What follows belongs to an exercise in optimizing a design on an open flow for small area; a production flow would make more cautious choices.
At most, simulation tests tie the RTL to the original design; equivalence was not proved.
No functional check of the RTL was part of runs 2 to 5.
In every run shown here, the design's own scripts or RTL, not TritonCTS, make the clock network.
The flow treats the clock pin as an ideal source. Dropping or thinning the clock tree relies on that and would not hold on a real chip.
No activity file was given, so power comes from the tool's default toggle rates.

==> design/flow/design.v <==
module readinput(
    input clk, rst,
    input [15:0] SW,
    output reg [3:0] car_nb,
    output wire [15:0] sel,
    output reg enter, exit
    );
    reg [15:0] presentn;   
    wire [15:0] present = ~presentn;
    reg diffr, diff2;
    reg [3:0] code;
    wire [15:0] d = SW ^ present;
    wire [3:0] hi = {|(d & 16'hff00), |(d & 16'hf0f0), |(d & 16'hcccc), |(d & 16'haaaa)};
    wire [3:0] lo = {|(d & 16'h00ff), |(d & 16'h0f0f), |(d & 16'h3333), |(d & 16'h5555)};
    wire multi = |(hi & lo);
    assign sel = 16'd1 << car_nb;
    wire b = |(sel & present);
    always @(posedge clk) begin
        code <= multi ? 4'd0 : hi;
        if (diffr) car_nb <= code;
        if (!rst) begin
            presentn <= 16'hffff;
            diffr <= 1'b0;
            diff2 <= 1'b0;
            enter <= 1'b0;
            exit <= 1'b0;
        end else begin
            presentn <= ~SW;
            diffr <= hi[0] | lo[0];
            diff2 <= diffr;
            enter <= diff2 & b;
            exit <= diff2 & ~b;
        end
    end
endmodule
module parking_controller(
    input clk, rst, enter, we, v, leave, pw_correct, pwdone,
    input [15:0] sel,
    output wire full,
    output reg [15:0] LED,
    output reg [1:0] segstate
    );
    assign full = &LED;
    integer i;
    always @(posedge clk) begin
        if (!rst) begin
            LED <= 16'd0;
            segstate <= 2'b01;
        end else begin
            for (i = 0; i < 16; i = i + 1)
                if (we & sel[i]) LED[i] <= v;
            if (full & ~leave) segstate <= 2'b00;
            else if (enter | leave) segstate <= 2'b01;
            else if (pwdone) segstate <= pw_correct ? 2'b10 : 2'b11;
        end
    end
endmodule
module pwread(
    input BTNL, BTNR, BTNU, BTND, BTNC,
    output wire pw_entered,
    output wire [2:0] TriLED2
    );
    assign pw_entered = BTNL | BTNR | BTNU | BTND | BTNC;
    assign TriLED2 = {2'b00, pw_entered};
endmodule
module pwcheck(
    input clk, rst, exit, enter, full,
    input BTNL, BTNR, BTNU, BTND, BTNC,
    output wire we, v, leave, pwstart, pwdone, pw_correct
    );
    reg x, err, h;
    reg [1:0] k;
    wire e = BTNL | BTNR | BTNU | BTND | BTNC;
    wire nl = ~BTNL, nr = nl & ~BTNR, nu = nr & ~BTNU;
    reg match;
    always @(*) begin
        case (k)
            2'd0: match = BTNL;
            2'd1: match = nl & BTNR;
            2'd2: match = nr & BTNU;
            default: match = nu & ~BTND & BTNC;
        endcase
    end
    wire last = h & (k == 2'd3);
    wire idle = err & ~h & (k == 2'd0);
    assign we = x & ~err;
    assign v = h;
    assign leave = x & ~err & ~h;
    assign pwstart = rst & ~x;
    assign pwdone = pwstart & last;
    assign pw_correct = pwdone & ~err;
    always @(posedge clk) begin
        if (!rst) begin
            x <= 1'b1; err <= 1'b1; h <= 1'b0; k <= 2'd0;
        end else if (x) begin
            x <= ~(err & ~exit & enter & ~full);
            err <= ~(err & exit);
            h <= 1'b0;
            k <= 2'd0;
        end else if (last) begin
            x <= 1'b1;
            h <= ~err;
            k <= 2'd0;
        end else begin
            h <= e & (h | ~idle);
            if (h & ~e) k <= k + 2'd1;
            if (idle) err <= ~e;
            else if (~h) err <= err | (e & ~match);
        end
    end
endmodule
module sevensegment(
    input clk, rst,
    input [1:0] segstate,
    output wire [7:0] digit,
    output reg [6:0] seg
    );
    localparam [13:0] SEEDQ = 14'd13582, TERMQ = 14'd1045, TMASK = 14'b10101010111111;
    reg [13:0] q;
    reg t;
    reg [2:0] idx;
    wire tc = ((q ^ TERMQ) & TMASK) == 14'd0;
    always @(posedge clk) begin
        if (!rst | tc) q <= SEEDQ;
        else q <= {~q[12:0], q[13] ^ q[12]};
        if (!rst) {idx, t} <= 4'b0001;
        else if (tc) {idx, t} <= {idx, t} + 4'd1;
    end
    assign digit = ~(8'd1 << idx);
    always @(*) begin
        case ({segstate, idx})
            5'b00_000: seg = 7'b1110001;
            5'b00_001: seg = 7'b1110001;
            5'b00_010: seg = 7'b1000001;
            5'b00_011: seg = 7'b0111000;
            5'b10_000: seg = 7'b1111010;
            5'b10_001: seg = 7'b0110000;
            5'b10_010: seg = 7'b1110000;
            5'b10_011: seg = 7'b1101010;
            5'b10_100: seg = 7'b0110000;
            5'b11_000: seg = 7'b1111010;
            5'b11_001: seg = 7'b1100010;
            5'b11_010: seg = 7'b1111010;
            5'b11_011: seg = 7'b1111010;
            5'b11_100: seg = 7'b0110000;
            default: seg = 7'b1111111;
        endcase
    end
endmodule
module top(
    clk, rst, BTNL, BTNR, BTNU, BTND, BTNC, SW,
    LED, TriLED1, TriLED2, seg, digit
    );
    input clk;
    input rst;
    input BTNL, BTNR, BTNU, BTND, BTNC;
    input [15:0] SW;
    output [15:0] LED;
    output [6:0] seg;
    output [7:0] digit;
    output [2:0] TriLED1, TriLED2;
    wire enter, exit, full, pw_correct, pwdone, pw_entered, pwstart, we, v, leave;
    wire [3:0] car_nb;
    wire [15:0] sel;
    wire [1:0] segstate;
    assign TriLED1 = {1'b0, pwstart, 1'b0};
    readinput RI(.clk(clk), .rst(rst), .SW(SW), .car_nb(car_nb), .sel(sel), .enter(enter), .exit(exit));
    pwcheck PWC(.clk(clk), .rst(rst), .exit(exit), .enter(enter), .full(full),
        .BTNL(BTNL), .BTNR(BTNR), .BTNU(BTNU), .BTND(BTND), .BTNC(BTNC),
        .we(we), .v(v), .leave(leave), .pwstart(pwstart), .pwdone(pwdone), .pw_correct(pw_correct));
    parking_controller PC(.clk(clk), .rst(rst), .enter(enter), .we(we), .v(v), .leave(leave),
        .pw_correct(pw_correct), .pwdone(pwdone), .sel(sel), .full(full), .LED(LED), .segstate(segstate));
    pwread PWR(.BTNL(BTNL), .BTNR(BTNR), .BTNU(BTNU), .BTND(BTND), .BTNC(BTNC),
        .pw_entered(pw_entered), .TriLED2(TriLED2));
    sevensegment SS(.clk(clk), .rst(rst), .segstate(segstate), .digit(digit), .seg(seg));
endmodule
==> design/flow/flow/run.sh <==
#!/bin/bash
# The standard layout (standard.sh) with:
#  - synthesis: the standard script, but the logic is mapped by the smallest
#    of several area-oriented ABC scripts (synth.tcl), and no half-adder cells
#  - port buffers: buf_1 instead of the default
#  - one tie cell drives all the constant outputs
#  - clock: the clock port drives a few clock buffers, each driving a group
#    of registers (cts.tcl)
set -euo pipefail
F=$PWD/flow
export ABC_SCRIPTS="$(ls $F/abc_*.script | tr '\n' ' ')"
export CLOCK_BUF_CELL=${CLOCK_BUF_CELL:-sky130_fd_sc_hd__clkbuf_8}
export CLOCK_GROUPS=${CLOCK_GROUPS:-4}
export CLOCK_ROOT_CELL=${CLOCK_ROOT_CELL:-}
bash standard.sh \
  "SYNTH_SCRIPT=$F/synth.tcl" \
  "ADDER_MAP_FILE=" \
  "BUFFER_PORTS_ARGS=-buffer_cell sky130_fd_sc_hd__buf_1" \
  "PRE_CTS_TCL=$F/cts.tcl" \
  "SKIP_REPAIR_TIE_FANOUT=1" \
  finish > standard.log 2>&1
==> design/flow/flow/abc_a3.script <==
&get -n
&st
&syn2
&dch
&nf -R 1000 -p -a
&put
topo
dnsize -c
==> design/flow/flow/abc_b7.script <==
strash
&get -n
&fraig -x
&put
scorr
dc2
dretime
strash
&get -n
&dch -f
&nf -R 1000 -p -a
&put
topo
dnsize -c
==> design/flow/flow/abc_b8.script <==
&get -n
&st
&syn2
&dch
&nf -R 1000 -p -a
&put
amap
topo
dnsize -c
==> design/flow/flow/abc_c2.script <==
strash
dch -f
amap -m
topo
dnsize -c
==> design/flow/flow/abc_c3.script <==
&get -n
&st
&syn2
&dch
&put
amap
topo
dnsize -c
==> design/flow/flow/abc_c5.script <==
strash
dc2
dch
amap
topo
dnsize -c
==> design/flow/flow/abc_c6.script <==
&get -n
&st
&syn2
&dch
&nf -R 1000 -p -a
&put
mfs
amap
topo
dnsize -c
==> design/flow/flow/abc_c8.script <==
&get -n
&st
&syn2
&dch
&nf -R 1000 -p -a
&put
strash
dch
amap
topo
dnsize -c
==> design/flow/flow/abc_d1.script <==
&get -n
&st
&syn2
&dch -f
&nf -R 1000 -p -a
&put
strash
dch -f
amap
topo
dnsize -c
==> design/flow/flow/abc_d2.script <==
&get -n
&st
&syn2
&dch
&nf -R 1000 -p -a
&put
strash
dch
amap -m
topo
dnsize -c
==> design/flow/flow/abc_d3.script <==
&get -n
&st
&syn3
&dch
&nf -R 1000 -p -a
&put
strash
dch
amap
topo
dnsize -c
==> design/flow/flow/abc_d4.script <==
&get -n
&st
&synch2
&dch
&nf -R 1000 -p -a
&put
strash
dch
amap
topo
dnsize -c
==> design/flow/flow/abc_d5.script <==
strash
dc2
dch
amap
topo
dnsize -c
==> design/flow/flow/abc_d6.script <==
strash
&get -n
&fraig -x
&put
scorr
dc2
strash
&get -n
&dch -f
&nf -R 1000 -p -a
&put
strash
dch
amap
topo
dnsize -c
==> design/flow/flow/abc_d7.script <==
&get -n
&st
&syn2
&dch
&nf -R 1000 -p
&put
amap
topo
dnsize -c
==> design/flow/flow/abc_d8.script <==
strash
dch
amap
strash
dch
amap
topo
dnsize -c
==> design/flow/flow/abc_d9.script <==
&get -n
&st
&dc2
&dch
&nf -R 1000 -p -a
&put
amap
topo
dnsize -c
==> design/flow/flow/abc_e1.script <==
strash
ifraig
dc2
dch -f
amap
topo
dnsize -c
==> design/flow/flow/abc_e2.script <==
strash
drw
drf
dch
amap
topo
dnsize -c
==> design/flow/flow/abc_e3.script <==
&get -n
&st
&syn2
&dch
&nf -R 1000 -p -a -C 32 -F 8 -A 8
&put
amap
topo
dnsize -c
==> design/flow/flow/abc_ja_100_0.script <==
&get -n
&st
&deepsyn -J 100 -S 0
&put
strash
dch
amap
topo
dnsize -c
==> design/flow/flow/abc_ja_20_0.script <==
&get -n
&st
&deepsyn -J 20 -S 0
&put
strash
dch
amap
topo
dnsize -c
==> design/flow/flow/abc_jn_100_5.script <==
&get -n
&st
&deepsyn -J 100 -S 5
&dch
&nf -R 1000 -p -a
&put
amap
topo
dnsize -c
==> design/flow/flow/abc_jn_20_0.script <==
&get -n
&st
&deepsyn -J 20 -S 0
&dch
&nf -R 1000 -p -a
&put
amap
topo
dnsize -c
==> design/flow/flow/abc_jn_20_1.script <==
&get -n
&st
&deepsyn -J 20 -S 1
&dch
&nf -R 1000 -p -a
&put
amap
topo
dnsize -c
==> design/flow/flow/abc_jn_20_5.script <==
&get -n
&st
&deepsyn -J 20 -S 5
&dch
&nf -R 1000 -p -a
&put
amap
topo
dnsize -c
==> design/flow/flow/cts.tcl <==
rename clock_tree_synthesis _ctsorig_clock_tree_synthesis
proc clock_tree_synthesis {args} {
  set block [ord::get_db_block]
  set dbu [$block getDefUnits]
  set regs {}
  foreach inst [$block getInsts] {
    if { [[$inst getMaster] isSequential] } {
      set bb [$inst getBBox]
      lappend regs [list [expr {([$bb xMin] + [$bb xMax]) / 2}] \
                         [expr {([$bb yMin] + [$bb yMax]) / 2}] [$inst getName]]
    }
  }
  set groups [list [lsort -integer -index 0 $regs]]
  # split the largest group in two, along its wider side, until there are enough
  while { [llength $groups] < $::env(CLOCK_GROUPS) } {
    set groups [lsort -command {apply {{a b} {expr {[llength $b] - [llength $a]}}}} $groups]
    set g [lindex $groups 0]
    set xs [lsort -integer [lmap r $g {lindex $r 0}]]
    set ys [lsort -integer [lmap r $g {lindex $r 1}]]
    set idx [expr {([lindex $xs end] - [lindex $xs 0]) >= ([lindex $ys end] - [lindex $ys 0]) ? 0 : 1}]
    set g [lsort -integer -index $idx $g]
    set h [expr {[llength $g] / 2}]
    set groups [lreplace $groups 0 0 [lrange $g 0 [expr {$h - 1}]] [lrange $g $h end]]
  }
  set i 0
  foreach g $groups {
    set sx 0; set sy 0; set pins {}
    foreach r $g {
      set sx [expr {$sx + [lindex $r 0]}]
      set sy [expr {$sy + [lindex $r 1]}]
      lappend pins [get_pins [lindex $r 2]/CLK]
    }
    set x [expr {double($sx) / [llength $g] / $dbu}]
    set y [expr {double($sy) / [llength $g] / $dbu}]
    puts "clock buffer $i at $x $y for [llength $g] registers"
    insert_buffer -buffer_cell $::env(CLOCK_BUF_CELL) -net clk -load_pins $pins \
      -location [list $x $y] -buffer_name clkbuf_$i -net_name clknet_$i
    incr i
  }
  if { [info exists ::env(CLOCK_ROOT_CELL)] && $::env(CLOCK_ROOT_CELL) ne "" } {
    # one root buffer, at the centre of the group buffers, drives them
    set sx 0; set sy 0; set pins {}
    foreach it [[$block findNet clk] getITerms] {
      set bb [[$it getInst] getBBox]
      set sx [expr {$sx + ([$bb xMin] + [$bb xMax]) / 2}]
      set sy [expr {$sy + ([$bb yMin] + [$bb yMax]) / 2}]
      lappend pins [get_pins [[$it getInst] getName]/[[$it getMTerm] getName]]
    }
    set x [expr {double($sx) / [llength $pins] / $dbu}]
    set y [expr {double($sy) / [llength $pins] / $dbu}]
    puts "clock root buffer at $x $y"
    insert_buffer -buffer_cell $::env(CLOCK_ROOT_CELL) -net clk -load_pins $pins \
      -location [list $x $y] -buffer_name clkbuf_root -net_name clknet_root
  }
  set_propagated_clock [all_clocks]
}
==> design/flow/flow/synth.tcl <==
# synth_recipe.tcl (the standard synthesis) with one change: the ABC pass that
# maps the logic is run with each area-oriented script in ABC_SCRIPTS (and
# the standard one), and the smallest result is kept. Registers are mapped
# before ABC, so they are the standard synthesis's.
proc synth {args} { yosys synth -nofsm -noshare {*}$args }

proc mapped_area {} {
  global lib_args
  set s [tee -q -s result.string stat {*}$lib_args]
  set area {}
  foreach line [split $s "\n"] {
    if { [regexp {Chip area for (top )?module '[^']*': ([0-9.]+)} $line -> _ a] } { set area $a }
  }
  return $area
}

proc best_abc {abc_args} {
  design -save pre_abc
  set best {}
  set best_area {}
  foreach script [concat [list [lindex $abc_args 1]] $::env(ABC_SCRIPTS)] {
    design -load pre_abc
    abc {*}[lreplace $abc_args 1 1 $script]
    opt_clean -purge
    set area [mapped_area]
    puts "ABC script $script: area $area"
    if { $area ne {} && ($best_area eq {} || $area < $best_area) } {
      set best $script
      set best_area $area
    }
  }
  puts "ABC script chosen: $best (area $best_area)"
  design -load pre_abc
  log_cmd abc {*}[lreplace $abc_args 1 1 $best]
}

set f [open $::env(SCRIPTS_DIR)/synth.tcl]; set s [read $f]; close $f
set n [regsub {log_cmd abc \{\*\}\$abc_args} $s {best_abc $abc_args} s]
if { $n != 1 } { error "abc call not found in synth.tcl" }
uplevel #0 $s
# left out here: clear keep_hierarchy, flatten, clean up, hide names made inside functions, write 1_2_yosys.v
==> design/flow/standard.sh <==
#!/bin/bash
# synth_recipe.tcl (not shown) runs the flow's synth.tcl, then flattens the netlist and writes it again
# the make line also repeats each setting of config.mk as NAME=value (left out here)
make -C /OpenROAD-flow-scripts/flow DESIGN_CONFIG=/design/flow/config.mk WORK_HOME=/design/flow/orfs CLKGATE_MAP_FILE= SYNTH_SCRIPT=/design/flow/synth_recipe.tcl "${@:-finish}"
==> design/flow/config.mk <==
export PLATFORM = sky130hd
export DESIGN_NAME = top
export DESIGN_NICKNAME = top
export VERILOG_FILES = /design/flow/design.v
export SDC_FILE = /design/flow/constraint.sdc
export NUM_CORES = 4
export LEC_CHECK = 0
export CAP_MARGIN = 20
export CORE_MARGIN = 2
export CORE_UTILIZATION = 40
export SLEW_MARGIN = 20
==> design/flow/constraint.sdc <==
create_clock -name core_clock -period 10.0 [get_ports {clk}]
set_input_delay 2.0000 -clock core_clock [delete_from_list [all_inputs] [get_ports {clk}]]
set_output_delay 2.0000 -clock core_clock [all_outputs]
set_load 0.01 [all_outputs]
==> run_results.csv, run 1 <==
group,metric,value,unit
run_status,status,"finished clean",
yosys,synth_top_cell_area_share,0.470,
placed_design,place_area,3040,sq um
yosys,avgSynthCellArea,8.41,sq um
critical_path,critical-path-slowest-cell,"nor4b_1",
yosys,synthFlopType,"dfxtp_1",
critical_path,crit_type,"input pin to output port",
critical_path,endpoint_kind,"output port",
yosys,syn-num-nets,352,
routing,drtPass1Iterations,4,
yosys,synth_common_cells,"65 x dfxtp_1, 53 x nor2_1, 39 x o21ai_0",
finish,final_nets,408,
critical_path,crit_family,"simple AND/OR/NAND/NOR gates",
clocking,insertion_delay,0.16,ns
yosys,ys_types,34,
timing,layout_setup_ws,4.65,ns
yosys,yosysTopAreaCell,"dfxtp_1",
critical_path,reg2reg_depth,7,
yosys,synth.most_common_cell,"dfxtp_1",
finish,stdcell_count,463,
finish,final_design_area_no_fill,3090,sq um
yosys,synth-xor-area-share,0.0317,
power_and_ir_drop,peakVddDrop,0.112,mV
min_path,min_path_cells,1,
critical_path,worst-path-buf-inv,3,
floorplan,rows,30,
timing,period_share,0.535,
critical_path,worstPathCellList,"buf_1 > nor2_1 > nor4b_1 > clkinv_1 > buf_1",
timing,worst_pin_slew,0.928,ns
timing,rsz0062_at_grt,"no",
yosys,syn_inst,329,
timing,holdWs,0.388,ns
floorplan,start_util,0.409,
floorplan,chipHeight,87.2,um
finish,area_delta_synth_final,11.7,%
timing,slew_headroom,0.372,
timing,max_freq,0.187,GHz
min_path,hp-class,"register to register",
global_route,first_global_vias,2099,
routing,ant_nets,0,
clocking,cts.repair.resized,0,
critical_path,crit_required,8.00,ns
finish,drive_gt1_frac,0.0131,
routing,drc,0,
timing,finalClockSkew,0.00960,ns
clocking,cts_hold_buffers,0,
routing,first_iter_violations,147,
placed_design,dp_hpwl,4720,um
routing,dr_total_vias,2465,
placed_design,dp.cells,459,
critical_path,crit_path_max_incr_delay,0.78,ns
floorplan,die_w,87.2,um
yosys,yosysWarnings,4,
floorplan,dieArea,7600,sq um
clocking,clkTransAtPathRegs,0.10,ns
critical_path,critPathMaxFanout,6,
critical_path,startpoint_type,"input pin",
floorplan,core-area,6760,sq um
routing,viasPerCell,5.32,
timing,finalMaxSlewViolations,0,
finish,diodes,0,
floorplan,ioPinCount,60,
global_route,antenna_found_initial,0,
global_route,grt_start_max_net_pins,28,
yosys,synthArstFlopShare,0,
global_route,track_usage,0.159,
global_route,grt_overflow,0,
routing,wl_per_cell,13.1,um
yosys,synth_seq_cells,69,
timing,hold_violations,0,
yosys,synth_area_leaders,"dfxtp_1 47%, nor2_1 7.2%, o21ai_0 7.1%",
yosys,synth_top_family_by_area,"simple AND/OR/NAND/NOR gates",
power_and_ir_drop,leakage,0.00105,uW
job,cap_violations,0,
clocking,post-cts-setup-buffer-count,0,
timing,setup-violations-final,0,
placed_design,numPortBuffers,55,
global_route,grt_pass1_wl,10000,um
yosys,seq_area_frac_synth,0.514,
yosys,synth_compound_area_frac,0.180,
yosys,synth_area,2770,sq um
yosys,synthMuxAreaShare,0,
yosys,synth_edf_count,4,
power_and_ir_drop,p_per_area,138,nW/um^2
placed_design,gp_congestion,0.818,
critical_path,worst_path_most_repeated_cell,"buf_1",
timing,setup_tns,0,ns
timing,period_minus_slack,5.35,ns
routing,wl,6080,um
critical_path,cp_data_arrival_time,3.35,ns
yosys,synth-simple-area-share,0.210,
finish,fillerInstances,692,
critical_path,path_depth,5,
yosys,synth_fa_ha_area_frac,0,
placed_design,dpl_worst_slack,4.68,ns
[routing by layer]
| layer | global-route usage | vias up | routed length [um] |
|---|---|---|---|
| li1 | - | 1266 | - |
| met1 | 0.250 | 1131 | 3080 |
| met2 | 0.248 | 63 | 2670 |
| met3 | 0.00758 | 5 | 259 |
| met4 | 0.0210 | 0 | 72 |
| met5 | 0 | - | 0 |
[report_power, final]
part	internal, uW	switching [uW]	total [uW]	leakage, uW
logic	11.6	20.4	32.1	0.000444
clock network	37.2	67.8	105	0.0000288
registers	285	5.11	290	0.000576
total	334	93.3	427	0.00105
[cells in the final DEF (no fill, tap or decap), drive strengths merged, types with 8 or more instances in the layout]
| master | n |
|---|---|
| nor3 | 8 |
| xnor2 | 10 |
| nand2 | 36 |
| clkinv | 34 |
| o21ai | 39 |
| or4 | 10 |
| dfxtp | 65 |
| nor2 | 53 |
| buf | 56 |
| a21oi | 11 |
[per-stage QoR]
stage                     utilization  power [uW]
after CTS                       0.457         431
after detailed placement        0.449         329
final                           0.457         427
after global routing            0.457         446
after global placement          0.449         328
after floorplan                     -         316
[registers in the layout (all words and copies together) (netlist names), 2 cells and up]
register	count
SS.q	14
SS.idx	3
RI.code	4
RI.presentn	16
RI.car_nb	4
PC.segstate	2
PC.LED	16
PWC.k	2
[cell type report, clock buffers not listed]
type / instances / area, sq um / area share
Tap cell: 80 / 100 / 0.0324
Inverter: 34 / 128 / 0.0413
Sequential cell: 69 / 1420 / 0.460
Multi-Input combinational cell: 220 / 1170 / 0.379
Timing Repair Buffer: 56 / 214 / 0.0692
[worst paths after layout]
kind,from,endpoint,slack (ns)
setup / recovery,BTNL,TriLED2[0],4.65
hold / removal,SS.q[11],SS.q[12],0.39
setup reg to reg,SS.q[7],SS.idx[2],8.06
hold reg to reg,SS.q[11],SS.q[12],0.39
[kinds of logic after synthesis]
group                     count (synthesis)
other                                     1
xor gates and xnor gates                 10
buffers and inverters                    40
and+or+nand+nor                         128
DFF                                      69
AOI/OAI and AO/OA                        81
==> run 2: changes to the inputs <==
--- a/design/flow/design.v
+++ b/design/flow/design.v
@@ -5,3 +5,3 @@
     output wire [15:0] sel,
-    output reg enter, exit
+    output wire enter, exit
     );
@@ -9,3 +9,5 @@
     wire [15:0] present = ~presentn;
-    reg diffr, diff2;
+    reg diffr, diff2, ev, bq;
+    assign enter = ev & bq;
+    assign exit = ev & ~bq;
     reg [3:0] code;
@@ -19,2 +21,3 @@
         code <= multi ? 4'd0 : hi;
+        bq <= b;
         if (diffr) car_nb <= code;
@@ -24,4 +27,3 @@
             diff2 <= 1'b0;
-            enter <= 1'b0;
-            exit <= 1'b0;
+            ev <= 1'b0;
         end else begin
@@ -30,4 +32,3 @@
             diff2 <= diffr;
-            enter <= diff2 & b;
-            exit <= diff2 & ~b;
+            ev <= diff2;
         end
@@ -44,9 +45,9 @@
     integer i;
+    always @(posedge clk)
+        for (i = 0; i < 16; i = i + 1)
+            if (~rst | (we & sel[i])) LED[i] <= v & rst;
     always @(posedge clk) begin
         if (!rst) begin
-            LED <= 16'd0;
             segstate <= 2'b01;
         end else begin
-            for (i = 0; i < 16; i = i + 1)
-                if (we & sel[i]) LED[i] <= v;
             if (full & ~leave) segstate <= 2'b00;
==> run_results.csv, run 2 <==
group,metric,value,unit
finish,drive_gt1_frac,0.0137,
critical_path,startpoint_type,"input pin",
global_route,grt_pass1_wl,9380,um
placed_design,dp_hpwl,4360,um
critical_path,cp_data_arrival_time,3.30,ns
routing,wl_per_cell,12.6,um
floorplan,chipHeight,87.0,um
finish,final_common_cell,"buf_1",
global_route,grtUsageMet3,0.0161,
finish,finish.utilization,0.458,
yosys,synthArstFlopShare,0,
finish,area_delta_synth_final,11.8,%
min_path,min_path_cells,1,
timing,max_freq,0.189,GHz
routing,ant_nets,0,
routing,viasPerCell,5.07,
routing,drc,0,
power_and_ir_drop,leakage,0.00109,uW
yosys,synth_area_leaders,"dfxtp_1 36%, edfxtp_1 22%, o21ai_0 6.7%",
critical_path,r2r-start,"SS.q[7]",
clocking,cts_hold_buffers,0,
floorplan,dieArea,7570,sq um
timing,finalClockSkew,0.00655,ns
yosys,avgSynthCellArea,8.89,sq um
yosys,yosysWarnings,4,
timing,worst_pin_slew,0.811,ns
routing,wl,5610,um
floorplan,die_w,87.0,um
critical_path,crit_required,8.00,ns
clocking,post-cts-setup-buffer-count,0,
critical_path,critPathLaunch,"rst",
critical_path,endpoint_kind,"output port",
job,cap_violations,0,
finish,reg_top3,"PC.LED (16), RI.presentn (16), SS.q (14)",
yosys,yosysTopAreaCell,"dfxtp_1",
global_route,grt_start_max_net_pins,37,
placed_design,place_area,3030,sq um
clocking,cts.repair.resized,0,
global_route,antenna_found_initial,0,
critical_path,critPathMaxFanout,36,
yosys,synth_edf_count,20,
placed_design,gp_congestion,0.843,
timing,period_share,0.530,
critical_path,reg2reg_depth,6,
routing,drtPass1Iterations,4,
yosys,synth_common_cells,"49 x dfxtp_1, 48 x nand2_1, 47 x nor2_1",
yosys,synth_area,2760,sq um
critical_path,crit_type,"input pin to output port",
routing,dr_total_vias,2253,
global_route,grtUsageMet2,0.255,
yosys,seq_area_frac_synth,0.574,
yosys,synth_top_cell_area_share,0.356,
timing,setup-violations-final,0,
timing,setup_tns,0,ns
placed_design,numPortBuffers,55,
timing,period_minus_slack,5.30,ns
global_route,track_usage,0.149,
routing,first_iter_violations,85,
run_status,status,"finished clean",
power_and_ir_drop,peakVddDrop,0.0651,mV
finish,mostFrequentLayoutCells,"55 x buf_1, 49 x dfxtp_1, 48 x nand2_1",
finish,final_design_area_no_fill,3080,sq um
global_route,grt_util_met1,0.208,
yosys,synth_seq_cells,69,
finish,final_nets,389,
clocking,insertion_delay,0.16,ns
floorplan,ioPinCount,60,
timing,hold_violations,0,
global_route,grt-busiest-layer,"met2",
yosys,ys_types,31,
timing,rsz0062_at_grt,"no",
yosys,synth.most_common_cell,"dfxtp_1",
global_route,first_global_vias,2079,
floorplan,rows,30,
min_path,hp-class,"register to register",
global_route,grt_overflow,0,
finish,diodes,0,
min_path,hp-start,"SS.q[10]",
yosys,syn_inst,310,
floorplan,core-area,6720,sq um
power_and_ir_drop,p_per_area,143,nW/um^2
yosys,syn-num-nets,333,
timing,slew_headroom,0.457,
timing,holdWs,0.388,ns
floorplan,start_util,0.410,
clocking,clkTransAtPathRegs,0.10,ns
yosys,synthFlopType,"dfxtp_1",
timing,finalMaxSlewViolations,0,
run 2: cell count changes after synthesis, sizes merged, moves of 4 or more:
cell	before	now
dfxtp	65	49
edfxtp	4	20
nand2	36	48
nand3	4	14
xnor2	10	0
clkinv	34	25
nor2	53	47
a222oi	5	0
a21oi	11	7
or3	6	2
run 2: through the flow:
step,setup slack (ns),total power (uW),std cells
2_1_floorplan,5.40,328,310
5_1_grt,4.52,458,444
4_1_cts,4.70,441,444
6_report,4.70,439,444
3_5_place_dp,4.72,341,440
3_3_place_gp,4.79,340,440
run 2: worst max-delay path: stages:
cell,delay (ns)
buf_1,0.06
buf_4,0.30
clkinv_1,0.33
nor2_1,0.38
buf_1,0.20
run 2: layer usage:
layer / routed length [um] / part of all wire
met1: 2750 / 0.49
met2: 2590 / 0.46
met3: 213 / 0.038
met4: 63 / 0.011
met5: 0 / 0
run 2: cell families (layout without fill, tap and decap cells):
logic type / after synthesis / in the layout / synth area share
other: 1 / 1 / 0.00136
AOI/OAI and AO/OA: 64 / 64 / 0.137
buffers and inverters: 31 / 85 / 0.0504
and+or+nand+nor: 145 / 145 / 0.238
DFF: 69 / 69 / 0.574
run 2: path summary, 6_finish.rpt:
check / endpoint / slack, ns
max: TriLED1[1] / 4.70
min: SS.q[11] / 0.39
max reg2reg: SS.idx[2] / 8.07
min reg2reg: SS.q[11] / 0.39
run 2: power by group:
group	total (uW)	leakage [uW]	internal [uW]	switching, uW
combinational	30.8	0.000444	10.7	20.1
sequential	304	0.000612	297	6.44
clock	105	0.0000288	37.2	67.4
run 2: area by class of cell, clock buffers not listed:
type / count / area, sq um
fill: 685 / 3640
multi-input combinational: 210 / 1040
timing repair buffer: 56 / 214
inverter: 25 / 93.8
sequential: 69 / 1580
tap: 80 / 100
==> run 3: changes to the inputs <==
--- a/design/flow/design.v
+++ b/design/flow/design.v
@@ -71,4 +71,9 @@
     );
-    reg x, err, h;
-    reg [1:0] k;
+    localparam [4:0] POL = 5'b10100;
+    localparam [1:0] K0 = 2'd0, K1 = 2'd1, K2 = 2'd3, K3 = 2'd2;
+    reg [4:0] st;
+    wire [4:0] cur = st ^ POL;
+    wire x = cur[4], err = cur[3], h = cur[2];
+    wire [1:0] k = cur[1:0];
+    reg nx, nerr, nh; reg [1:0] nk;
     wire e = BTNL | BTNR | BTNU | BTND | BTNC;
@@ -78,5 +83,5 @@
         case (k)
-            2'd0: match = BTNL;
-            2'd1: match = nl & BTNR;
-            2'd2: match = nr & BTNU;
+            K0: match = BTNL;
+            K1: match = nl & BTNR;
+            K2: match = nr & BTNU;
             default: match = nu & ~BTND & BTNC;
@@ -84,4 +89,6 @@
     end
-    wire last = h & (k == 2'd3);
-    wire idle = err & ~h & (k == 2'd0);
+    wire last = h & (k == K3);
+    wire idle = err & ~h & (k == K0);
+    reg [1:0] kinc;
+    always @(*) case (k) K0: kinc = K1; K1: kinc = K2; K2: kinc = K3; default: kinc = K0; endcase
     assign we = x & ~err;
@@ -92,21 +99,23 @@
     assign pw_correct = pwdone & ~err;
-    always @(posedge clk) begin
+    always @(*) begin
+        nx = x; nerr = err; nh = h; nk = k;
         if (!rst) begin
-            x <= 1'b1; err <= 1'b1; h <= 1'b0; k <= 2'd0;
+            nx = 1'b1; nerr = 1'b1; nh = 1'b0; nk = K0;
         end else if (x) begin
-            x <= ~(err & ~exit & enter & ~full);
-            err <= ~(err & exit);
-            h <= 1'b0;
-            k <= 2'd0;
+            nx = ~(err & ~exit & enter & ~full);
+            nerr = ~(err & exit);
+            nh = 1'b0;
+            nk = K0;
         end else if (last) begin
-            x <= 1'b1;
-            h <= ~err;
-            k <= 2'd0;
+            nx = 1'b1;
+            nh = ~err;
+            nk = K0;
         end else begin
-            h <= e & (h | ~idle);
-            if (h & ~e) k <= k + 2'd1;
-            if (idle) err <= ~e;
-            else if (~h) err <= err | (e & ~match);
+            nh = e & (h | ~idle);
+            if (h & ~e) nk = kinc;
+            if (idle) nerr = ~e;
+            else if (~h) nerr = err | (e & ~match);
         end
     end
+    always @(posedge clk) st <= {nx, nerr, nh, nk} ^ POL;
 endmodule
removed: design/flow/flow/abc_ja_100_0.script
removed: design/flow/flow/abc_ja_20_0.script
removed: design/flow/flow/abc_jn_100_5.script
removed: design/flow/flow/abc_jn_20_0.script
removed: design/flow/flow/abc_jn_20_1.script
removed: design/flow/flow/abc_jn_20_5.script
==> run_results.csv, run 3 <==
group,metric,value,unit
yosys,ys_types,32,
floorplan,chipHeight,88.0,um
yosys,synth_edf_count,20,
finish,final_common_cell,"nand2_1",
critical_path,crit_required,8.00,ns
power_and_ir_drop,p_per_area,139,nW/um^2
yosys,synthArstFlopShare,0,
finish,seq_area,1580,sq um
critical_path,worst_path_most_repeated_cell,"buf_1",
critical_path,critical-path-slowest-cell,"clkinv_1",
global_route,track_usage,0.143,
placed_design,dp.cells,462,
global_route,antenna_found_initial,0,
critical_path,cp_data_arrival_time,3.27,ns
job,cap_violations,0,
timing,holdWs,0.383,ns
critical_path,r2r-start,"RI.presentn[14]",
global_route,first_global_vias,2083,
clocking,clkTransAtPathRegs,0.09,ns
global_route,grt_overflow,0,
floorplan,start_util,0.415,
critical_path,worstPathCellList,"buf_1 > buf_4 > clkinv_1 > nor2_1 > buf_1",
run_status,status,"finished clean",
global_route,grt_start_max_net_pins,38,
critical_path,startpoint_type,"input pin",
placed_design,dp_hpwl,4310,um
routing,wl,5600,um
timing,period_minus_slack,5.27,ns
yosys,synth_common_cells,"59 x nand2_1, 49 x dfxtp_1, 39 x nor2_1",
timing,finalMaxSlewViolations,0,
power_and_ir_drop,peakVddDrop,0.0937,mV
power_and_ir_drop,leakage,0.00108,uW
routing,drtPass1Iterations,4,
routing,wl_per_cell,12.0,um
floorplan,dieArea,7740,sq um
timing,rsz0062_at_grt,"no",
floorplan,die_w,88.0,um
finish,diodes,0,
timing,period_share,0.527,
critical_path,critPathMaxFanout,37,
critical_path,critPathLaunch,"rst",
clocking,cts_hold_buffers,0,
yosys,yosysTopAreaCell,"dfxtp_1",
floorplan,rows,30,
yosys,synth_area,2820,sq um
global_route,grt_pass1_wl,9250,um
timing,hold_violations,0,
yosys,syn-num-nets,339,
finish,fillerInstances,696,
yosys,synth_area_leaders,"dfxtp_1 35%, edfxtp_1 21%, nand2_1 7.8%",
min_path,hp-start,"SS.q[1]",
placed_design,numPortBuffers,55,
timing,max_freq,0.190,GHz
yosys,synth_top_cell_area_share,0.348,
timing,worst_pin_slew,0.806,ns
clocking,post-cts-setup-buffer-count,0,
yosys,synthFlopType,"dfxtp_1",
yosys,syn_inst,316,
clocking,insertion_delay,0.16,ns
min_path,hp-class,"register to register",
yosys,seq_area_frac_synth,0.560,
routing,dr_total_vias,2363,
routing,ant_nets,0,
yosys,synth.most_common_cell,"nand2_1",
critical_path,crit_path_max_incr_delay,0.37,ns
floorplan,ioPinCount,60,
critical_path,endpoint_kind,"output port",
timing,finalClockSkew,0.0131,ns
finish,multi_input_area,1120,sq um
finish,drive_gt1_frac,0.0135,
yosys,synth_seq_cells,69,
routing,viasPerCell,5.07,
critical_path,crit_type,"input pin to output port",
timing,layout_setup_ws,4.73,ns
placed_design,gp_congestion,0.829,
routing,drc,0,
yosys,avgSynthCellArea,8.93,sq um
finish,reg_top3,"PC.LED (16), RI.presentn (16), SS.q (14)",
finish,final_nets,395,
floorplan,core-area,6790,sq um
clocking,cts.repair.resized,0,
timing,setup-violations-final,0,
finish,area_delta_synth_final,12.2,%
timing,setup_tns,0,ns
finish,stdcell_count,466,
yosys,yosysWarnings,4,
placed_design,dpl_worst_slack,4.69,ns
timing,slew_headroom,0.461,
routing,first_iter_violations,106,
finish,mostFrequentLayoutCells,"59 x nand2_1, 55 x buf_1, 49 x dfxtp_1",
-- run 3: changes by cell type after synthesis, moves of 5 or more --
cell      previous run  this run
nand3_1             14         5
nand2_1             48        59
nor2_1              47        39
o221ai_1             1         6
or2_0                2         7
-- run 3: worst max-delay path: cells and delay by family --
kind,cells,cell delay [ns]
buffers and inverters,4,0.92
and+or+nand+nor,1,0.34
-- run 3: layout make-up, clock buffers not listed --
class / instances / area share
multi-input combinational: 220 / 0.353
inverter: 21 / 0.0249
tap: 96 / 0.0379
sequential: 69 / 0.499
timing repair buffer: 56 / 0.0676
-- run 3: power breakdown --
| part | total (uW) | leakage, uW | internal, uW | switching, uW |
|---|---|---|---|---|
| combinational | 32.0 | 0.000444 | 11.3 | 20.7 |
| clock | 105 | 0.0000288 | 37.2 | 68.2 |
| sequential | 304 | 0.000613 | 297 | 6.51 |
-- run 3: per-layer routing --
| layer | vias up | wire length [um] | GRT usage |
|---|---|---|---|
| li1 | 1234 | - | - |
| met1 | 1069 | 2750 | 0.203 |
| met2 | 55 | 2530 | 0.249 |
| met3 | 5 | 240 | 0.00943 |
| met4 | 0 | 71 | 0.0154 |
| met5 | - | 0 | 0 |
-- run 3: per-stage QoR --
step                      power, uW  instance area, sq um   util
after global routing            460                  3170  0.466
after floorplan                 329                  2820      -
after CTS                       445                  3170  0.466
after detailed placement        342                  3110  0.458
final                           441                  3170  0.466
after global placement          342                  3110  0.458
-- run 3: final timing paths --
| check | end | slack, ns | cells after the start |
|---|---|---|---|
| max | TriLED1[1] | 4.73 | 5 |
| min reg2reg | SS.q[2] | 0.38 | 1 |
| min | SS.q[2] | 0.38 | 1 |
| max reg2reg | RI.code[1] | 7.89 | 7 |
-- run 3: logic make-up (layout without fill, tap and decap cells) --
| kind of cell | count (synthesis) | count (layout) | synth area share |
|---|---|---|---|
| AO/OA/AOI/OAI | 70 | 70 | 0.152 |
| flip-flops | 69 | 69 | 0.560 |
| other | 1 | 1 | 0.00133 |
| AND/OR/NAND/NOR | 149 | 149 | 0.242 |
| buffers and inverters | 27 | 81 | 0.0439 |
==> run 4: changes to the inputs <==
==> design/flow/flow/abc_ja_100_0.script (new file) <==
&get -n
&st
&deepsyn -J 100 -S 0
&put
strash
dch
amap
topo
dnsize -c
==> design/flow/flow/abc_ja_20_0.script (new file) <==
&get -n
&st
&deepsyn -J 20 -S 0
&put
strash
dch
amap
topo
dnsize -c
==> design/flow/flow/abc_jn_100_5.script (new file) <==
&get -n
&st
&deepsyn -J 100 -S 5
&dch
&nf -R 1000 -p -a
&put
amap
topo
dnsize -c
==> design/flow/flow/abc_jn_20_0.script (new file) <==
&get -n
&st
&deepsyn -J 20 -S 0
&dch
&nf -R 1000 -p -a
&put
amap
topo
dnsize -c
==> design/flow/flow/abc_jn_20_1.script (new file) <==
&get -n
&st
&deepsyn -J 20 -S 1
&dch
&nf -R 1000 -p -a
&put
amap
topo
dnsize -c
==> design/flow/flow/abc_jn_20_5.script (new file) <==
&get -n
&st
&deepsyn -J 20 -S 5
&dch
&nf -R 1000 -p -a
&put
amap
topo
dnsize -c
==> run_results.csv, run 4 <==
group,metric,value,unit
clocking,insertion_delay,0.16,ns
yosys,yosysWarnings,4,
timing,worst_pin_slew,0.785,ns
global_route,track_usage,0.138,
finish,diodes,0,
placed_design,dpl_worst_slack,5.14,ns
yosys,synth_area_leaders,"dfxtp_1 36%, edfxtp_1 22%, o21ai_0 7.7%",
critical_path,crit_path_max_incr_delay,0.26,ns
critical_path,cp_data_arrival_time,2.87,ns
floorplan,ioPinCount,60,
floorplan,dieArea,7520,sq um
finish,area_delta_synth_final,11.8,%
placed_design,dp_hpwl,3880,um
yosys,synth_seq_cells,69,
power_and_ir_drop,p_total,438,uW
timing,slew_headroom,0.475,
finish,drive_gt1_frac,0.0139,
timing,rsz0062_at_grt,"no",
floorplan,chipHeight,86.7,um
routing,drc,0,
critical_path,endpoint_kind,"output port",
power_and_ir_drop,leakage,0.00106,uW
timing,hold_violations,0,
critical_path,crit_required,8.00,ns
yosys,synth_edf_count,20,
critical_path,worst-path-buf-inv,3,
placed_design,numPortBuffers,55,
critical_path,startpoint_type,"input pin",
floorplan,core-area,6720,sq um
timing,finalClockSkew,0.00858,ns
critical_path,worstPathCellList,"buf_1 > or2_0 > nor3_1 > clkinv_1 > buf_1",
routing,viasPerCell,5.03,
timing,period_minus_slack,4.87,ns
yosys,ys_types,32,
job,cap_violations,0,
yosys,syn_inst,307,
yosys,synth.most_common_cell,"nand2_1",
yosys,synth_area,2740,sq um
floorplan,start_util,0.407,
yosys,avgSynthCellArea,8.92,sq um
finish,final_design_area_no_fill,3060,sq um
critical_path,crit_type,"input pin to output port",
global_route,grt_pass1_wl,8780,um
global_route,grt_overflow,0,
finish,final_common_cell,"buf_1",
min_path,hp-class,"register to register",
routing,drtPass1Iterations,4,
run_status,status,"finished clean",
yosys,synth_common_cells,"54 x nand2_1, 49 x dfxtp_1, 44 x nor2_1",
global_route,grt_start_max_net_pins,39,
yosys,seq_area_frac_synth,0.578,
clocking,cts.repair.resized,0,
critical_path,critPathMaxFanout,3,
routing,wl_per_cell,11.6,um
global_route,first_global_vias,2032,
timing,finalMaxSlewViolations,0,
routing,dr_total_vias,2219,
critical_path,worst_path_most_repeated_cell,"buf_1",
placed_design,place_area,3010,sq um
clocking,cts_hold_buffers,0,
floorplan,die_w,86.7,um
routing,wl,5120,um
finish,finish.utilization,0.456,
clocking,clkTransAtPathRegs,0.10,ns
critical_path,critical-path-slowest-cell,"nor3_1",
yosys,synthFlopType,"dfxtp_1",
yosys,yosysTopAreaCell,"dfxtp_1",
finish,fillerInstances,682,
timing,setup-violations-final,0,
routing,ant_nets,0,
finish,reg_top3,"PC.LED (16), RI.presentn (16), SS.q (14)",
clocking,post-cts-setup-buffer-count,0,
timing,setup_tns,0,ns
timing,layout_setup_ws,5.13,ns
yosys,syn-num-nets,330,
routing,first_iter_violations,103,
power_and_ir_drop,peakVddDrop,0.0585,mV
yosys,synthArstFlopShare,0,
global_route,antenna_found_initial,0,
finish,final_nets,386,
timing,max_freq,0.205,GHz
placed_design,gp_congestion,0.882,
power_and_ir_drop,p_per_area,143,nW/um^2
floorplan,rows,30,
timing,period_share,0.487,
critical_path,crit_family,"simple AND/OR/NAND/NOR gates",
yosys,synth_top_cell_area_share,0.358,
finish,mostFrequentLayoutCells,"55 x buf_1, 54 x nand2_1, 49 x dfxtp_1",
## run 4: cell count changes in the layout (fill, tap and decap cells not counted), sizes merged, moves of 2 or more
cell / change
o21ai: +7
o221ai: -6
nand2: -5
nand4: -5
nor2: +5
nor4: -3
a211oi: -2
nand3: +2
nor2b: -2
o2111ai: -2
o211ai: +2
o21a: +2
or2: -2
or4: +2
## run 4: final timing paths
path | start | to | slack (ns) | cells past startpoint
max | BTNU | TriLED2[0] | 5.13 | 5
min | SS.q[11] | SS.q[12] | 0.39 | 1
max reg2reg | RI.presentn[5] | RI.code[0] | 7.93 | 6
min reg2reg | SS.q[11] | SS.q[12] | 0.39 | 1
## run 4: power by group
part | switching [uW] | total (uW) | internal (uW)
registers | 5.79 | 303 | 297
logic | 20.2 | 30.9 | 10.7
clock network | 66.9 | 104 | 37.2
## run 4: metal layers
layer	vias up	GRT usage	wire, um
met4	0	0.0185	46
met1	993	0.193	2490
met5	-	0	0
met3	6	0.0105	200
li1	1173	-	-
met2	47	0.242	2380
## run 4: kinds of logic after synthesis
family | after synthesis | synth area share
DFF | 69 | 0.578
other | 1 | 0.00137
and+or+nand+nor | 141 | 0.232
buffers and inverters | 27 | 0.0452
AOI/OAI and AO/OA | 69 | 0.144
## run 4: metrics by stage
step                hold WS [ns]  std cells
floorplan                  0.353        307
global placement           0.363        437
detailed placement         0.373        437
CTS                        0.396        441
global route               0.410        441
finish                     0.391        441
## run 4: layout make-up, clock buffers not listed
class	instances	area [sq um]	share of cell area
Inverter	21	78.8	0.0257
Multi-Input combinational cell	211	1030	0.337
Sequential cell	69	1580	0.517
Tap cell	80	100	0.0327
Timing Repair Buffer	56	214	0.0699
==> run 5: changes to the inputs <==
--- a/design/flow/design.v
+++ b/design/flow/design.v
@@ -5,3 +5,3 @@
     output wire [15:0] sel,
-    output wire enter, exit
+    output reg enter, exit
     );
@@ -9,5 +9,3 @@
     wire [15:0] present = ~presentn;
-    reg diffr, diff2, ev, bq;
-    assign enter = ev & bq;
-    assign exit = ev & ~bq;
+    reg diffr, diff2;
     reg [3:0] code;
@@ -21,3 +19,2 @@
         code <= multi ? 4'd0 : hi;
-        bq <= b;
         if (diffr) car_nb <= code;
@@ -27,3 +24,4 @@
             diff2 <= 1'b0;
-            ev <= 1'b0;
+            enter <= 1'b0;
+            exit <= 1'b0;
         end else begin
@@ -32,3 +30,4 @@
             diff2 <= diffr;
-            ev <= diff2;
+            enter <= diff2 & b;
+            exit <= diff2 & ~b;
         end
@@ -45,9 +44,9 @@
     integer i;
-    always @(posedge clk)
-        for (i = 0; i < 16; i = i + 1)
-            if (~rst | (we & sel[i])) LED[i] <= v & rst;
     always @(posedge clk) begin
         if (!rst) begin
+            LED <= 16'd0;
             segstate <= 2'b01;
         end else begin
+            for (i = 0; i < 16; i = i + 1)
+                if (we & sel[i]) LED[i] <= v;
             if (full & ~leave) segstate <= 2'b00;
@@ -71,3 +70,3 @@
     );
-    localparam [4:0] POL = 5'b10100;
+    localparam [4:0] POL = 5'b00000;
     localparam [1:0] K0 = 2'd0, K1 = 2'd1, K2 = 2'd3, K3 = 2'd2;
==> run_results.csv, run 5 <==
group,metric,value,unit
critical_path,critical-path-slowest-cell,"clkinv_1",
yosys,synth_area_leaders,"dfxtp_1 47%, nor2_1 7.8%, o21ai_0 7.3%",
floorplan,chipHeight,86.8,um
power_and_ir_drop,p_sw,93.0,uW
finish,final_design_area_no_fill,3070,sq um
global_route,antenna_found_initial,0,
power_and_ir_drop,clockPowerShare,0.248,
job,cap_violations,0,
yosys,syn-num-nets,353,
placed_design,dp_hpwl,4710,um
finish,mostFrequentLayoutCells,"65 x dfxtp_1, 57 x nor2_1, 55 x buf_1",
routing,first_iter_violations,130,
finish,fillerInstances,692,
critical_path,crit_family,"buffers and inverters",
timing,finalMaxSlewViolations,0,
finish,stdcell_count,464,
routing,wl_per_cell,13.3,um
yosys,synthFlopType,"dfxtp_1",
power_and_ir_drop,p_per_area,139,nW/um^2
clocking,post-cts-setup-buffer-count,0,
routing,m1WireLength,2980,um
finish,final_common_cell,"dfxtp_1",
timing,period_share,0.542,
critical_path,r2r_slack,8.04,ns
routing,wl_met2,2810,um
floorplan,dieArea,7540,sq um
placed_design,gp_congestion,0.833,
timing,max_freq,0.185,GHz
timing,hold_violations,0,
yosys,seq_area_frac_synth,0.518,
finish,reg_top3,"PC.LED (16), RI.presentn (16), SS.q (14)",
clocking,clkTransAtPathRegs,0.10,ns
routing,wl_met3,327,um
placed_design,numPortBuffers,55,
yosys,ys_types,33,
critical_path,critPathMaxFanout,29,
yosys,yosysTopAreaCell,"dfxtp_1",
power_and_ir_drop,peakVddDrop,0.0680,mV
global_route,grt_pass1_wl,10200,um
yosys,synth_seq_cells,69,
finish,diodes,0,
yosys,synth_area,2750,sq um
routing,drc,0,
global_route,track_usage,0.163,
power_and_ir_drop,sw_frac_of_total,0.218,
critical_path,worst_path_most_repeated_cell,"buf_1",
routing,ant_nets,0,
yosys,synthArstFlopShare,0,
clocking,cts_hold_buffers,0,
routing,drtPass1Iterations,4,
critical_path,crit_required,8.00,ns
run_status,status,"finished clean",
power_and_ir_drop,leakage,0.00103,uW
floorplan,core-area,6720,sq um
critical_path,crit_path_max_incr_delay,0.49,ns
routing,viasPerCell,5.22,
finish,drive_gt1_frac,0.0130,
critical_path,cp_data_arrival_time,3.42,ns
timing,period_minus_slack,5.42,ns
yosys,avgSynthCellArea,8.32,sq um
power_and_ir_drop,p_int,334,uW
finish,final_nets,409,
yosys,syn_inst,330,
yosys,synth.most_common_cell,"dfxtp_1",
floorplan,die_w,86.8,um
critical_path,worst-path-buf-inv,4,
finish,area_delta_synth_final,11.8,%
routing,maxUsedRoutingLayer,"met4",
timing,finalClockSkew,0.0118,ns
global_route,grt_start_max_net_pins,30,
power_and_ir_drop,seq_power_share,0.678,
timing,setup_tns,0,ns
critical_path,startpoint_type,"input pin",
global_route,first_global_vias,2244,
yosys,synth_top_cell_area_share,0.474,
clocking,insertion_delay,0.17,ns
yosys,yosysWarnings,4,
yosys,synth_edf_count,4,
timing,slew_headroom,0.570,
routing,wl,6190,um
power_and_ir_drop,combPwrFrac,0.074,
timing,worst_pin_slew,0.639,ns
timing,setup-violations-final,0,
floorplan,start_util,0.409,
critical_path,worstPathCellList,"buf_1 > buf_4 > clkinv_1 > nor2_1 > buf_1",
critical_path,endpoint_kind,"output port",
routing,dr_total_vias,2421,
placed_design,place_area,3010,sq um
floorplan,rows,30,
clocking,cts.repair.resized,0,
placed_design,dp.cells,460,
global_route,grt_overflow,0,
floorplan,ioPinCount,60,
timing,rsz0062_at_grt,"no",
critical_path,crit_type,"input pin to output port",
yosys,synth_common_cells,"65 x dfxtp_1, 57 x nor2_1, 40 x o21ai_0",
min_path,hp-class,"register to register",
[run 5: cell types whose count changed after synthesis, sizes merged, moves of 3 or more]
cell and delta:
or3 -5, clkinv +12, nand2 -17, xnor2 +11, o221ai +3, dfxtp +16, nor2 +13, edfxtp -16
nand3 +5, a21oi +3, or2 -3
[run 5: routing by layer]
layer  track usage  vias to the layer above
met5             0                        -
met3        0.0124                        5
li1              -                     1246
met2         0.276                       67
met1         0.233                     1103
met4        0.0199                        0
[run 5: power groups by stage]
stage / Combinational [uW] / Sequential (uW) / Clock (uW)
final: 31.5 / 289 / 106
after global routing: 35.9 / 291 / 119
after CTS: 31.3 / 289 / 108
after detailed placement: 31.3 / 296 / 0
after global placement: 30.8 / 296 / 0
after floorplan: 20.6 / 294 / 0
[run 5: layout make-up, clock buffers not listed]
| type | instances | area (sq um) | area share |
|---|---|---|---|
| flip-flops and latches | 69 | 1420 | 0.463 |
| multi-input cells | 222 | 1150 | 0.376 |
| repair buffers | 56 | 214 | 0.0697 |
| inverters | 33 | 124 | 0.0404 |
| well taps | 80 | 100 | 0.0326 |
[run 5: final timing paths]
path / start / to / cells past startpoint
max: rst / TriLED1[1] / 5
min: SS.q[10] / SS.q[11] / 1
max reg2reg: RI.car_nb[1] / RI.enter / 6
min reg2reg: SS.q[10] / SS.q[11] / 1
[run 5: kinds of logic after synthesis]
group | after synthesis | share of synthesized area
AND/OR/NAND/NOR | 134 | 0.217
AO/OA/AOI/OAI | 76 | 0.167
flip-flops | 69 | 0.518
buffers and inverters | 39 | 0.0615
XOR/XNOR | 11 | 0.0351
other | 1 | 0.00137
[run 5: metrics by stage]
stage | power (uW) | utilization | hold slack (ns) | worst slack [ns]
6_report | 427 | 0.457 | 0.390 | 4.58
2_1_floorplan | 315 | - | 0.353 | 5.34
3_5_place_dp | 327 | 0.449 | 0.371 | 4.61
5_1_grt | 446 | 0.457 | 0.395 | 4.44
4_1_cts | 429 | 0.457 | 0.392 | 4.60
3_3_place_gp | 326 | 0.449 | 0.370 | 4.67
==> run 6: changes to the inputs <==
--- a/design/flow/design.v
+++ b/design/flow/design.v
@@ -70,9 +70,4 @@
     );
-    localparam [4:0] POL = 5'b00000;
-    localparam [1:0] K0 = 2'd0, K1 = 2'd1, K2 = 2'd3, K3 = 2'd2;
-    reg [4:0] st;
-    wire [4:0] cur = st ^ POL;
-    wire x = cur[4], err = cur[3], h = cur[2];
-    wire [1:0] k = cur[1:0];
-    reg nx, nerr, nh; reg [1:0] nk;
+    reg x, err, h;
+    reg [1:0] k;
     wire e = BTNL | BTNR | BTNU | BTND | BTNC;
@@ -82,5 +77,5 @@
         case (k)
-            K0: match = BTNL;
-            K1: match = nl & BTNR;
-            K2: match = nr & BTNU;
+            2'd0: match = BTNL;
+            2'd1: match = nl & BTNR;
+            2'd2: match = nr & BTNU;
             default: match = nu & ~BTND & BTNC;
@@ -88,6 +83,4 @@
     end
-    wire last = h & (k == K3);
-    wire idle = err & ~h & (k == K0);
-    reg [1:0] kinc;
-    always @(*) case (k) K0: kinc = K1; K1: kinc = K2; K2: kinc = K3; default: kinc = K0; endcase
+    wire last = h & (k == 2'd3);
+    wire idle = err & ~h & (k == 2'd0);
     assign we = x & ~err;
@@ -98,23 +91,21 @@
     assign pw_correct = pwdone & ~err;
-    always @(*) begin
-        nx = x; nerr = err; nh = h; nk = k;
+    always @(posedge clk) begin
         if (!rst) begin
-            nx = 1'b1; nerr = 1'b1; nh = 1'b0; nk = K0;
+            x <= 1'b1; err <= 1'b1; h <= 1'b0; k <= 2'd0;
         end else if (x) begin
-            nx = ~(err & ~exit & enter & ~full);
-            nerr = ~(err & exit);
-            nh = 1'b0;
-            nk = K0;
+            x <= ~(err & ~exit & enter & ~full);
+            err <= ~(err & exit);
+            h <= 1'b0;
+            k <= 2'd0;
         end else if (last) begin
-            nx = 1'b1;
-            nh = ~err;
-            nk = K0;
+            x <= 1'b1;
+            h <= ~err;
+            k <= 2'd0;
         end else begin
-            nh = e & (h | ~idle);
-            if (h & ~e) nk = kinc;
-            if (idle) nerr = ~e;
-            else if (~h) nerr = err | (e & ~match);
+            h <= e & (h | ~idle);
+            if (h & ~e) k <= k + 2'd1;
+            if (idle) err <= ~e;
+            else if (~h) err <= err | (e & ~match);
         end
     end
-    always @(posedge clk) st <= {nx, nerr, nh, nk} ^ POL;
 endmodule
==> design/flow/flow/abc_m1.script (new file) <==
&get -n
&st
&deepsyn -T 10
&put
strash
dch
amap
topo
dnsize -c
==> design/flow/flow/abc_m2.script (new file) <==
&get -n
&st
&deepsyn -T 10 -S 1
&put
strash
dch
amap
topo
dnsize -c
==> design/flow/flow/abc_m3.script (new file) <==
&get -n
&st
&deepsyn -T 10 -S 3
&put
strash
dch -f
amap
topo
dnsize -c
==> design/flow/flow/abc_m4.script (new file) <==
&get -n
&st
&deepsyn -T 10
&dch
&nf -R 1000 -p -a
&put
amap
topo
dnsize -c
==> design/flow/flow/abc_m5.script (new file) <==
&get -n
&st
&deepsyn -T 10 -S 5
&put
strash
dch
amap
topo
dnsize -c
==> design/flow/flow/abc_m6.script (new file) <==
&get -n
&st
&syn2
&deepsyn -T 10 -S 7
&put
strash
dch
amap
topo
dnsize -c
removed: design/flow/flow/abc_c2.script
removed: design/flow/flow/abc_c5.script
removed: design/flow/flow/abc_d5.script
removed: design/flow/flow/abc_d6.script
removed: design/flow/flow/abc_e1.script
removed: design/flow/flow/abc_e2.script
==> run_results.csv, run 6 <==
group,metric,value,unit
yosys,synth_common_cells,"65 x dfxtp_1, 55 x nor2_1, 50 x nand2_1, 50 x o21ai_0, 31 x clkinv_1",
global_route,first_global_vias,2180,
yosys,yosysTopAreaCell,"dfxtp_1",
finish,stdcell_count,477,
finish,final_design_area_no_fill,3070,sq um
yosys,synth_seq_cells,69,
routing,wl_per_cell,12.8,um
finish,diodes,0,
critical_path,startpoint_type,"input pin",
yosys,syn-num-nets,366,
yosys,ys_types,33,
power_and_ir_drop,p_sw,91.6,uW
power_and_ir_drop,peakVddDrop,0.0753,mV
power_and_ir_drop,sw_frac_of_total,0.216,
global_route,grt_start_max_net_pins,27,
critical_path,crit_type,"input pin to output port",
global_route,track_usage,0.163,
yosys,syn_inst,343,
finish,reg_top3,"PC.LED (16), RI.presentn (16), SS.q (14)",
routing,dr_total_vias,2450,
clocking,cts_hold_buffers,0,
power_and_ir_drop,p_int,332,uW
timing,hold_violations,0,
floorplan,core-area,6720,sq um
placed_design,place_area,3010,sq um
timing,slew_headroom,0.559,
routing,drtPass1Iterations,4,
routing,viasPerCell,5.14,
floorplan,chipHeight,86.8,um
clocking,post-cts-setup-buffer-count,0,
power_and_ir_drop,clockPowerShare,0.245,
finish,fillerInstances,693,
yosys,avgSynthCellArea,8.00,sq um
timing,worst_pin_slew,0.656,ns
timing,setup_tns,0,ns
timing,period_minus_slack,5.28,ns
timing,period_share,0.528,
power_and_ir_drop,combPwrFrac,0.072,
yosys,synth_area,2740,sq um
placed_design,gp_congestion,0.879,
routing,first_iter_violations,112,
critical_path,cp_data_arrival_time,3.28,ns
power_and_ir_drop,p_total,424,uW
run_status,status,"finished clean",
floorplan,die_w,86.8,um
yosys,synthFlopType,"dfxtp_1",
yosys,yosysWarnings,4,
global_route,grt_pass1_wl,10200,um
routing,drc,0,
critical_path,critPathMaxFanout,26,
yosys,synthArstFlopShare,0,
yosys,synth_edf_count,4,
critical_path,crit_required,8.00,ns
placed_design,dp.cells,473,
finish,drive_gt1_frac,0.0126,
global_route,antenna_found_initial,0,
timing,finalClockSkew,0.00993,ns
timing,setup-violations-final,0,
floorplan,ioPinCount,60,
job,cap_violations,0,
placed_design,dp_hpwl,4760,um
finish,final_nets,422,
power_and_ir_drop,seq_power_share,0.683,
yosys,synth.most_common_cell,"dfxtp_1",
finish,final_common_cell,"dfxtp_1",
timing,max_freq,0.189,GHz
finish,mostFrequentLayoutCells,"65 x dfxtp_1, 55 x nor2_1, 55 x buf_1",
floorplan,start_util,0.408,
placed_design,numPortBuffers,55,
clocking,insertion_delay,0.16,ns
critical_path,r2r_slack,7.97,ns
global_route,grt_overflow,0,
floorplan,dieArea,7540,sq um
clocking,cts.repair.resized,0,
power_and_ir_drop,leakage,0.00108,uW
yosys,seq_area_frac_synth,0.518,
finish,area_delta_synth_final,11.8,%
clocking,clkTransAtPathRegs,0.09,ns
min_path,hp-class,"register to register",
routing,wl,6090,um
yosys,synth_top_cell_area_share,0.474,
routing,ant_nets,0,
critical_path,endpoint_kind,"output port",
timing,finalMaxSlewViolations,0,
floorplan,rows,30,
timing,holdWs,0.384,ns
timing,rsz0062_at_grt,"no",
yosys,synth_area_leaders,"dfxtp_1 47%, o21ai_0 9.1%, nor2_1 7.5%",
power_and_ir_drop,p_per_area,138,nW/um^2
[run 6: changes by cell type in the layout (fill, tap and decap cells not counted), sizes merged, moves of 4 or more]
cell	delta
nand2	+13
xnor2	-11
nor3	+6
or4	-4
nand3	-6
a21oi	+6
o21ai	+10
nor4	+4
[run 6: through the flow]
| stage | utilization | setup slack, ns |
|---|---|---|
| floorplan | - | 5.22 |
| global placement | 0.448 | 4.74 |
| detailed placement | 0.448 | 4.68 |
| CTS | 0.456 | 4.68 |
| global route | 0.456 | 4.54 |
| finish | 0.456 | 4.72 |
[run 6: worst max-delay path, cell delays in order]
cell and delay (ns):
buf_1 0.06, buf_4 0.27, clkinv_1 0.48, nor2_1 0.28, buf_1 0.17
[run 6: cells by family (layout without fill, tap and decap cells)]
| family | count (synthesis) | after routing | synth area share |
|---|---|---|---|
| AOI/OAI and AO/OA | 86 | 86 | 0.179 |
| buffers and inverters | 37 | 91 | 0.0588 |
| other | 1 | 1 | 0.00137 |
| and+or+nand+nor | 150 | 150 | 0.243 |
| DFF | 69 | 69 | 0.518 |
[run 6: path summary, 6_finish.rpt]
kind / cells after the start / from / endpoint
worst max-delay path: 5 / rst / TriLED1[1]
worst min register to register: 1 / SS.q[1] / SS.q[2]
worst min-delay path: 1 / SS.q[1] / SS.q[2]
worst max register to register: 8 / RI.presentn[7] / RI.code[1]
[run 6: final cells by class, clock buffers not listed]
cell class | instances | area, sq um | share of cell area
repair buffers | 56 | 214 | 0.0698
flip-flops and latches | 69 | 1420 | 0.463
well taps | 80 | 100 | 0.0326
multi-input cells | 237 | 1160 | 0.378
inverters | 31 | 116 | 0.0379
[run 6: power by group through the flow]
stage	combinational (uW)	sequential (uW)	clock, uW
2_1_floorplan	20.1	294	0
3_3_place_gp	30.1	296	0
3_5_place_dp	30.7	296	0
4_1_cts	30.8	289	107
5_1_grt	35.4	291	116
6_report	30.6	289	104
[run 6: per-layer routing]
layer / vias up / track usage / part of all wire
met5: - / 0 / 0
met4: 0 / 0.0241 / 0.019
met3: 9 / 0.0143 / 0.052
met2: 71 / 0.276 / 0.43
met1: 1078 / 0.230 / 0.50
li1: 1292 / - / -

[afterwards: timing with drivers on the ports]
Ports are ideal in the flow. The routed layouts listed here were re-timed in OpenROAD.
Step 1: set_driving_cell puts a clkbuf_16 on clk and a buf_2 on each other input, an assumption about the parent block.
Step 2, shift: input delay + t, output delay - t, t = (earliest + latest rising clock arrival at the registers) / 2. This alone moves slack from input paths to output paths.
a / b / c = no drivers / after step 1 / after step 2; a / b = the first two.
run	t (ns)	setup slack, ns	hold WS [ns]	latest minus earliest clock arrival (ns)	slew at the worst register clock pin (ns)
run 1	0.214	4.650 / 4.629 / 4.629	0.388 / 0.388 / 0.388	0.009 / 0.010	0.11 / 0.11
run 2	0.216	4.705 / 4.683 / 4.683	0.388 / 0.388 / 0.388	0.006 / 0.006	0.10 / 0.10
run 3	0.214	4.728 / 4.705 / 4.705	0.383 / 0.383 / 0.383	0.013 / 0.013	0.11 / 0.11
run 4	0.210	5.126 / 5.102 / 5.102	0.391 / 0.391 / 0.391	0.008 / 0.008	0.10 / 0.10
run 5	0.218	4.581 / 4.560 / 4.560	0.390 / 0.390 / 0.390	0.013 / 0.012	0.11 / 0.11
run 6	0.214	4.722 / 4.698 / 4.698	0.384 / 0.384 / 0.384	0.010 / 0.009	0.10 / 0.10
After both steps every run listed still meets setup and hold.
